Context: an optimization exercise on an open-source flow, tuned for small area and a short achievable clock period. The choices shown serve that exercise and are no tape-out recipe. In this exercise RTL edits were held to simulation tests only and were not proved equivalent to the original. The clock input has no modelled driver; a real chip could not lean on it and would need a root buffer or a full tree. Power and IR drop assume default switching activity.

Setup of run 1:
## timer
module timer #(
    parameter FREQUENCY_VALUE = 50_000_000 
) (
    input logic clk,
    input logic reset_n,
    input   logic   [1:0]   avmms_address,
    input   logic           avmms_write,
    input   logic   [31:0]  avmms_writedata,
    input   logic   [3:0]   avmms_byteenable,
    input   logic           avmms_read,
    output  logic   [31:0]  avmms_readdata,
    output  logic           coe_interrupt
);
Size in the first run: ~670 cells after synthesis, about 75 I/O pins, roughly 7500 um^2 of cells after synthesis.
Settings: LEC_CHECK=0, ABC_CLOCK_PERIOD_IN_PS=2000, CAP_MARGIN=20, CORE_MARGIN=2, CORE_UTILIZATION=55, CTS_BUF_LIST=sky130_fd_sc_hd__clkbuf_8 sky130_fd_sc_hd__clkbuf_16, CTS_CLUSTER_DIAMETER=100, CTS_CLUSTER_SIZE=30, SETUP_SLACK_MARGIN=1.4, SLEW_MARGIN=20; clock period 3.0 ns.
standard.sh (not shown) runs the stock make flow with config.mk's settings and CLKGATE_MAP_FILE= SYNTH_SCRIPT=/design/flow/synth_recipe.tcl, a recipe that flattens the netlist after the stock synthesis.
==> flow/flow/run.sh <==
#!/bin/bash
# Standard layout, with plain buf_1 cells as the port buffers instead of the
# delay cell buffer_ports picks by default. Full output goes to standard.log.
export BUFFER_PORTS_ARGS="-buffer_cell sky130_fd_sc_hd__buf_1"
bash standard.sh > standard.log 2>&1
> inputs changed (run 1 -> run 2)
==> flow/run.sh (new file) <==
#!/bin/bash
# synth_recipe.tcl (not shown) runs the flow's synth.tcl, then flattens the netlist and writes it again
# the make line also repeats each setting of config.mk as NAME=value (left out here)
make -C /OpenROAD-flow-scripts/flow DESIGN_CONFIG=/design/flow/config.mk WORK_HOME=/design/flow/orfs CLKGATE_MAP_FILE= SYNTH_SCRIPT=/design/flow/synth_recipe.tcl finish
--- a/flow/config.mk
+++ b/flow/config.mk
@@ -10,7 +10,5 @@
 export CORE_MARGIN = 2
 export CORE_UTILIZATION = 55
-export CTS_BUF_LIST = sky130_fd_sc_hd__clkbuf_8 sky130_fd_sc_hd__clkbuf_16
-export CTS_CLUSTER_DIAMETER = 100
-export CTS_CLUSTER_SIZE = 30
+export CTS_BUF_LIST = sky130_fd_sc_hd__clkbuf_4 sky130_fd_sc_hd__clkbuf_8
 export SETUP_SLACK_MARGIN = 1.4
 export SLEW_MARGIN = 20
removed: flow/flow/run.sh
removed: flow/standard.sh
On final cell count without fillers, run 2 and run 1 are basically level. Share of the clock period used by the worst path after layout (higher): run 2. Run 2 does worse than run 1 on worst setup slack after placement. Re arrival time of the worst setup path: run 2 is 950 ps down on run 1. Taking run 1 as the reference, in run 2 power attributed to sequential cells about even, via count moved up.
Input-level comparison between run 3 and run 2:
==> flow/flow/run.sh (new file) <==
#!/bin/bash
# Standard layout, with plain buf_1 cells as the port buffers instead of the
# delay cell buffer_ports picks by default. Full output goes to standard.log.
export BUFFER_PORTS_ARGS="-buffer_cell sky130_fd_sc_hd__buf_1"
bash standard.sh > standard.log 2>&1
==> flow/standard.sh (new file) <==
#!/bin/bash
# synth_recipe.tcl (not shown) runs the flow's synth.tcl, then flattens the netlist and writes it again
# the make line also repeats each setting of config.mk as NAME=value (left out here)
make -C /OpenROAD-flow-scripts/flow DESIGN_CONFIG=/design/flow/config.mk WORK_HOME=/design/flow/orfs CLKGATE_MAP_FILE= SYNTH_SCRIPT=/design/flow/synth_recipe.tcl "${@:-finish}"
--- a/flow/config.mk
+++ b/flow/config.mk
@@ -10,5 +10,7 @@
 export CORE_MARGIN = 2
 export CORE_UTILIZATION = 55
-export CTS_BUF_LIST = sky130_fd_sc_hd__clkbuf_4 sky130_fd_sc_hd__clkbuf_8
+export CTS_BUF_LIST = sky130_fd_sc_hd__clkbuf_16
+export CTS_CLUSTER_DIAMETER = 200
+export CTS_CLUSTER_SIZE = 50
 export SETUP_SLACK_MARGIN = 1.4
 export SLEW_MARGIN = 20
removed: flow/run.sh
Findings:
Per the comparison of run 3 with run 2, length of the first detailed-routing pass in iterations up 1; setup slack now larger; shortest clock period the worst path allows after layout decreased 3.7 ps; switching power share of the total fell 0.51 points; relative contribution of the clock network to total power climbed 4.2 points.
Against run 2, run 3 reports a worst slack at placement that is higher.
Via count of the first global-routing pass: run 3 vs run 2, no meaningful difference
Here is what was changed in the inputs of run 4 compared with run 3.
--- a/flow/config.mk
+++ b/flow/config.mk
@@ -10,7 +10,5 @@
 export CORE_MARGIN = 2
 export CORE_UTILIZATION = 55
-export CTS_BUF_LIST = sky130_fd_sc_hd__clkbuf_16
-export CTS_CLUSTER_DIAMETER = 200
-export CTS_CLUSTER_SIZE = 50
+export CTS_BUF_LIST = sky130_fd_sc_hd__clkbuf_4 sky130_fd_sc_hd__clkbuf_8
 export SETUP_SLACK_MARGIN = 1.4
 export SLEW_MARGIN = 20
Findings:
- Run 4: done, clean on timing, DRC and antenna
- The internal power of run 4 is lower than that of run 3.
- [compare] base=run 3 new=run 4: share of the core filled with cells went down by 1.3 points, global-route wire length before repair went down 0.87%, synthesis-to-layout area growth shows a reduction of 2.2 points, count of filler cells inserted in the layout saw an increase.
- Clock period minus worst slack in run 4 is 9.3 ps above run 3.

run A:
Another version of the RTL of timer (not shown whole).
For scale: ~180 flip-flops, about 75 I/O pins, ~7300 um2 of cells after synthesis.
export LEC_CHECK = 0
export ABC_AREA = 1
export ABC_CLOCK_PERIOD_IN_PS = 2000
export CAP_MARGIN = 20
export CORE_MARGIN = 2
export CORE_UTILIZATION = 55
export SETUP_SLACK_MARGIN = 1.5
export SLEW_MARGIN = 20
create_clock -name core_clock -period 3.0 [get_ports {clk}]
==> flow/flow/run.sh <==
#!/bin/bash
# Standard layout with two changes: plain buf_1 cells as the port buffers, and
# a two-level clock tree (flow/cts_hook.tcl) in place of TritonCTS: the clock
# port drives four clkbuf_8 cells, each driving two clkbuf_16 leaves.
# Full output of the flow goes to standard.log.
export BUFFER_PORTS_ARGS="-buffer_cell sky130_fd_sc_hd__buf_1"
export PRE_CTS_TCL="$PWD/flow/cts_hook.tcl"
bash standard.sh > standard.log 2>&1
Other scripts of this flow, unchanged in this note and not shown: flow/flow/cts_hook.tcl
The flow did not stop early for run A: all stages ran, and the layout cleared the timing, design-rule and antenna checks.
Modified inputs, run B compared to run A
Settings: a change of CORE_UTILIZATION from 55 to 70; a change of SETUP_SLACK_MARGIN from 1.5 to 1.6.
Notes after the runs:
Run B | status: complete | timing, DRC, antenna: pass. The core of run B is more densely filled than that of run A. Across both runs, arrival time at the worst endpoint was higher for run B than for run A. Compared with run A, the detailed router inserted more vias in run B.
Modified inputs, run C compared to run B
Settings: changing CORE_UTILIZATION from 70 to 45; changing SETUP_SLACK_MARGIN from 1.6 to 1.55.
--- outcome ---
- Run C and run B all finish clean.
- | clock-pin slew on the worst setup and hold paths | run C vs run B | ≈ equal |
- On sequential cell area share: run C sits above run B.
- Run C ended up with complete as its launch point of the worst path; run B ended up with counter_reg[8].
- Between run C and run B, global-route usage is lower for run C, run B comes in above that.
- Cmp run C vs run B: footprint of the multi-input gates lower in run C
- Lower area added between synthesis and finish was reported by run C, not run B.
- Via count, run C vs run B: down by a few percent
- Run C against run B: floorplan die width now larger; post-synthesis compound-gate area fraction comparable; count of buffer and inverter cells on the critical path now larger.
Input-level comparison between run D and run C:
Settings: a change of SETUP_SLACK_MARGIN from 1.55 to 1.6; a change of CORE_UTILIZATION from 45 to 55.
--- outcome ---
- Looking at first-pass GRT wire length, run D sits 570 um lower than run C does.
- | sum of routed wire length over all layers | run D vs run C | ≈ equal |
- The die of run D is smaller than the one used in run C.
- Reported for run C and run D, number of sequential storage elements turned out identical to the last digit.
- Lower total power among run C and run D: run C
No run of this note takes its clock network from TritonCTS; it comes from the design's own scripts or RTL.

Setup of wip/juniper:
Another version of the RTL of timer (not shown whole).
For scale: roughly 680 cells after synthesis, about 180 flip-flops, ~75 I/O pins, about 0.0080 sq mm of cells after synthesis.
// timer
module timer #(
    parameter FREQUENCY_VALUE = 50_000_000 
) (
    input logic clk,
    input logic reset_n,
    input   logic   [1:0]   avmms_address,
    input   logic           avmms_write,
    input   logic   [31:0]  avmms_writedata,
    input   logic   [3:0]   avmms_byteenable,
    input   logic           avmms_read,
    output  logic   [31:0]  avmms_readdata,
    output  logic           coe_interrupt
);
logic [63:0] counter_reg;
logic [63:0] counter;
logic complete, busy, start, stop;
logic load;      
wire wr0 = avmms_write && (avmms_address == 2'h0);
wire wr1 = avmms_write && (avmms_address == 2'h1);
wire wr2 = avmms_write && (avmms_address == 2'h2);
wire start_d = wr0 && (avmms_byteenable[0] ? avmms_writedata[0] : start);
wire stop_d  = wr0 && (avmms_byteenable[0] ? avmms_writedata[1] : stop);
always_ff @ (posedge clk or negedge reset_n)
    if (!reset_n) begin
        start <= 1'b0;
        stop  <= 1'b0;
        load  <= 1'b0;
    end else begin
        start <= start_d;
        stop  <= stop_d;
        load  <= start_d && !zr_pre[NS];
    end
genvar b;
generate
    for (b = 0; b < 4; b = b + 1) begin : g_r
        always_ff @ (posedge clk or negedge reset_n)
            if (!reset_n) counter_reg[8*b +: 8] <= 8'h0;
            else if (wr1 && avmms_byteenable[b]) counter_reg[8*b +: 8] <= avmms_writedata[8*b +: 8];
        always_ff @ (posedge clk or negedge reset_n)
            if (!reset_n) counter_reg[32+8*b +: 8] <= 8'h0;
            else if (wr2 && avmms_byteenable[b]) counter_reg[32+8*b +: 8] <= avmms_writedata[8*b +: 8];
    end
endgenerate
always_ff @ (posedge clk)
    case (avmms_address)
        2'h0: avmms_readdata <= {28'h0, complete, busy, stop, start};
        2'h1: avmms_readdata <= counter_reg[31:0];
        2'h2: avmms_readdata <= counter_reg[63:32];
        default: avmms_readdata <= 32'h0;
    endcase
localparam NS = 8;
logic [NS-1:1] en, z;
wire [NS-1:0] zero_r;      
wire [NS:1]   zr_pre;      
wire [NS:1]   zc_pre;      
wire seg0_one = (counter[7:0] == 8'h1);
assign zc_pre[1] = 1'b1;
assign zr_pre[1] = zero_r[0];
genvar j;
generate
  ...
Settings: LEC_CHECK=0, ABC_CLOCK_PERIOD_IN_PS=2000, CAP_MARGIN=20, CORE_MARGIN=2, CORE_UTILIZATION=65, CTS_BUF_LIST=sky130_fd_sc_hd__clkbuf_4 sky130_fd_sc_hd__clkbuf_8, SETUP_SLACK_MARGIN=1.7, SLEW_MARGIN=20; clock period 3.0 ns.
run.sh (not shown) runs the stock make flow with config.mk's settings and CLKGATE_MAP_FILE= SYNTH_SCRIPT=/design/flow/synth_recipe.tcl, a recipe that flattens the netlist after the stock synthesis.
Stock flow here: none of the scripts above is used.
Flow for wip/juniper halted at 5_1_grt, error code DPL-0038.
Relative to wip/juniper, the following input files were edited for wip/amber:
- swapping 1.7 for 1.4 in SETUP_SLACK_MARGIN
--- outcome ---
Summary of wip/juniper and wip/amber: one run falls short of a clean finish, namely wip/juniper. Number of clock sinks seen by CTS: wip/amber vs wip/juniper identical. Multiplexer area fraction after synthesis: wip/amber vs wip/juniper identical. As far as number of buffers inserted during clock tree synthesis goes, wip/juniper and wip/amber are indistinguishable; the numbers are identical. The number of hold buffers added after cts was comparable across wip/juniper and wip/amber. Re count of boundary I/O pins: no difference whatsoever between wip/amber and wip/juniper. As of wip/amber, count of cells resized by post-cts repair had fallen by more than half compared to wip/juniper. In the reports for wip/juniper and wip/amber, the larger placement-stage worst setup slack belongs to wip/amber. Re number of nets in the synthesized netlist: no difference whatsoever between wip/juniper and wip/amber. Higher post-DP HPWL was reported by wip/juniper, not wip/amber. Row routability-driven placement congestion ratio: wip/amber higher / wip/juniper lower. Re register bit count reported by yosys: no difference whatsoever between wip/juniper and wip/amber.
Relative to wip/amber, the following input files were edited for wip/cedar:
- SETUP_SLACK_MARGIN: 1.4 -> 1.0
Findings:
Combinational cell power, wip/cedar and wip/amber: lower on wip/cedar
From wip/amber to wip/cedar the numbers moved as follows: design area went down by 350 sq um; total routed wirelength decreased about 6.4%; total number of nets in the final design -about 2.6%.
Re post-route fraction of the period consumed by the critical path: wip/amber was lower than wip/cedar.
[compare] base=wip/amber new=wip/cedar: number of antenna violations at the first check in global routing closely matched the old numbers; non-clock buffer count in the final layout decreased by 22 relative to the old numbers.
Compared with wip/amber, in wip/cedar number of rows in the core area shows no meaningful change, clock-pin slew on the worst setup and hold paths shows no meaningful change, arrival time of the worst setup path shows a reduction of 500 ps.

job 7001:
RTL: one of the versions met above, not the one the previous note started from.
Size: ~780 cells after synthesis, roughly 180 flip-flops, roughly 75 I/O pins, about 0.0073 sq mm of cells after synthesis.
export LEC_CHECK = 0
export ABC_AREA = 1
export ABC_CLOCK_PERIOD_IN_PS = 2000
export CAP_MARGIN = 20
export CORE_MARGIN = 2
export CORE_UTILIZATION = 70
export SETUP_SLACK_MARGIN = 1.5
export SLEW_MARGIN = 20
create_clock -name core_clock -period 3.0 [get_ports {clk}]
standard.sh (not shown) runs the stock make flow with config.mk's settings and CLKGATE_MAP_FILE= SYNTH_SCRIPT=/design/flow/synth_recipe.tcl, a recipe that flattens the netlist after the stock synthesis.
==> flow/flow/cts_hook.tcl <==
# Replaces TritonCTS with a two-level clock tree. The registers are split by
# recursive bisection into 8 groups of nearby sinks, each driven by a
# clkbuf_16 leaf. The clock port drives four clkbuf_8 cells, each driving the
# leaves of two neighbouring groups.
proc cts_split {sinks idx} {
  set s [lsort -integer -index $idx $sinks]
  set k [expr {[llength $s] / 2}]
  return [list [lrange $s 0 [expr {$k - 1}]] [lrange $s $k end]]
}

proc cts_center {sinks} {
  set ax 0
  set ay 0
  foreach s $sinks {
    set ax [expr {$ax + [lindex $s 1]}]
    set ay [expr {$ay + [lindex $s 2]}]
  }
  set n [llength $sinks]
  return [list [expr {$ax / $n}] [expr {$ay / $n}]]
}

proc cts_buffer {block master name x y in_net out_name} {
  set inst [odb::dbInst_create $block $master $name]
  $inst setLocation $x $y
  $inst setPlacementStatus PLACED
  set net [odb::dbNet_create $block $out_name]
  $net setSigType CLOCK
  [$inst findITerm A] connect $in_net
  [$inst findITerm X] connect $net
  return $net
}

proc clock_tree_synthesis {args} {
  set block [ord::get_db_block]
  set db [ord::get_db]
  set clk [$block findNet clk]
  set leaf_master [$db findMaster sky130_fd_sc_hd__clkbuf_16]
  set mid_master [$db findMaster sky130_fd_sc_hd__clkbuf_8]
  set sinks {}
  foreach it [$clk getITerms] {
    set box [[$it getInst] getBBox]
    set x [expr {([$box xMin] + [$box xMax]) / 2}]
    set y [expr {([$box yMin] + [$box yMax]) / 2}]
    lappend sinks [list $it $x $y]
  }
  set quads {}
  foreach half [cts_split $sinks 1] {
    foreach q [cts_split $half 2] {
      lappend quads $q
    }
  }
  set i 0
  foreach q $quads {
    lassign [cts_center $q] qx qy
    set mid_net [cts_buffer $block $mid_master clkbuf_m$i $qx $qy $clk clknet_m$i]
    set j 0
    foreach g [cts_split $q 1] {
      lassign [cts_center $g] gx gy
      set leaf_net [cts_buffer $block $leaf_master clkbuf_l${i}_$j $gx $gy $mid_net clknet_l${i}_$j]
      foreach s $g {
        set it [lindex $s 0]
        $it disconnect
        $it connect $leaf_net
      }
      puts "clock leaf clkbuf_l${i}_$j at $gx $gy drives [llength $g] sinks"
      incr j
    }
    incr i
  }
  $clk setSigType CLOCK
  set_propagated_clock [all_clocks]
}
Scripts as last shown in full above: flow/flow/run.sh
Job 7001 reached the end of the flow, and the finished layout is clean on the timing, design-rule and antenna checks.
What job 8106 does differently from job 7001 at the input level:
Settings: a change of CORE_UTILIZATION from 70 to 40; a change of SETUP_SLACK_MARGIN from 1.5 to 1.6.
### Flow results
The clock power was comparable across job 7001 and job 8106. Compared with job 7001, job 8106 shows a higher final wirelength. Routed wire length on met2 for job 8106: 76 microns up relative to job 7001. Upper clock frequency limit, job 8106 vs job 7001: up by a few percent.
Relative to job 8106, the following input files were edited for job 5104:
Settings: a change of CORE_UTILIZATION from 40 to 45.
==> comparison <==
- When the final numbers for job 8106 and job 5104 were put side by side, the vias per cell turned out to be greater in job 5104.
- When job 5104 is measured against job 8106, its combinational group share of total power turns out 0.3 points higher.
- Switching power summed over all nets deteriorates in job 5104 relative to job 8106.
No run of this note takes its clock network from TritonCTS; it comes from the design's own scripts or RTL.

## what the ideal ports hide
How much do the figures lean on ideal ports? The routed layouts below were timed once more, with nothing changed but the port constraints. Step 1 assumes that a clkbuf_16 drives the clock port and a buf_2 every other input. Step 2 adds t to the input delays and takes it off the output delays; t is the mean of the earliest and latest rising clock arrival at the registers after step 1. Input paths then give back, and output paths get back, about the clock's delay inside the block. Slacks: no drivers / after step 1 / after step 2; pairs: no drivers / after step 1.
run	t (ns)	setup WS [ns]	worst setup path after step 2	worst register clock-pin slew, ns
run 1	0.464	1.416 / 1.384 / 1.016	input to register	0.07 / 0.07
run 2	0.494	1.407 / 1.370 / 0.966	input to register	0.09 / 0.09
run 3	0.467	1.411 / 1.381 / 1.016	input to register	0.07 / 0.07
run 4	0.498	1.402 / 1.363 / 1.026	input to register	0.09 / 0.09
run A	0.360	1.542 / 1.468 / 1.233	input to register	0.09 / 0.09
run B	0.359	1.557 / 1.498 / 1.229	input to register	0.09 / 0.09
run C	0.365	1.577 / 1.500 / 1.267	input to register	0.09 / 0.09
run D	0.368	1.593 / 1.515 / 1.297	input to register	0.09 / 0.09
wip/amber	0.491	1.374 / 1.374 / 0.960	input to register	0.09 / 0.09
wip/cedar	0.506	1.057 / 1.018 / 0.623	input to register	0.09 / 0.09
job 7001	0.360	1.502 / 1.511 / 1.190	input to register	0.09 / 0.09
job 8106	0.366	1.545 / 1.521 / 1.192	input to register	0.09 / 0.09
job 5104	0.365	1.586 / 1.524 / 1.262	input to register	0.10 / 0.10
After both steps setup and hold are still met in every run listed. The setup slack of run 2, which loses most, moves by -0.037 ns with the drivers and by -0.441 ns with both steps.
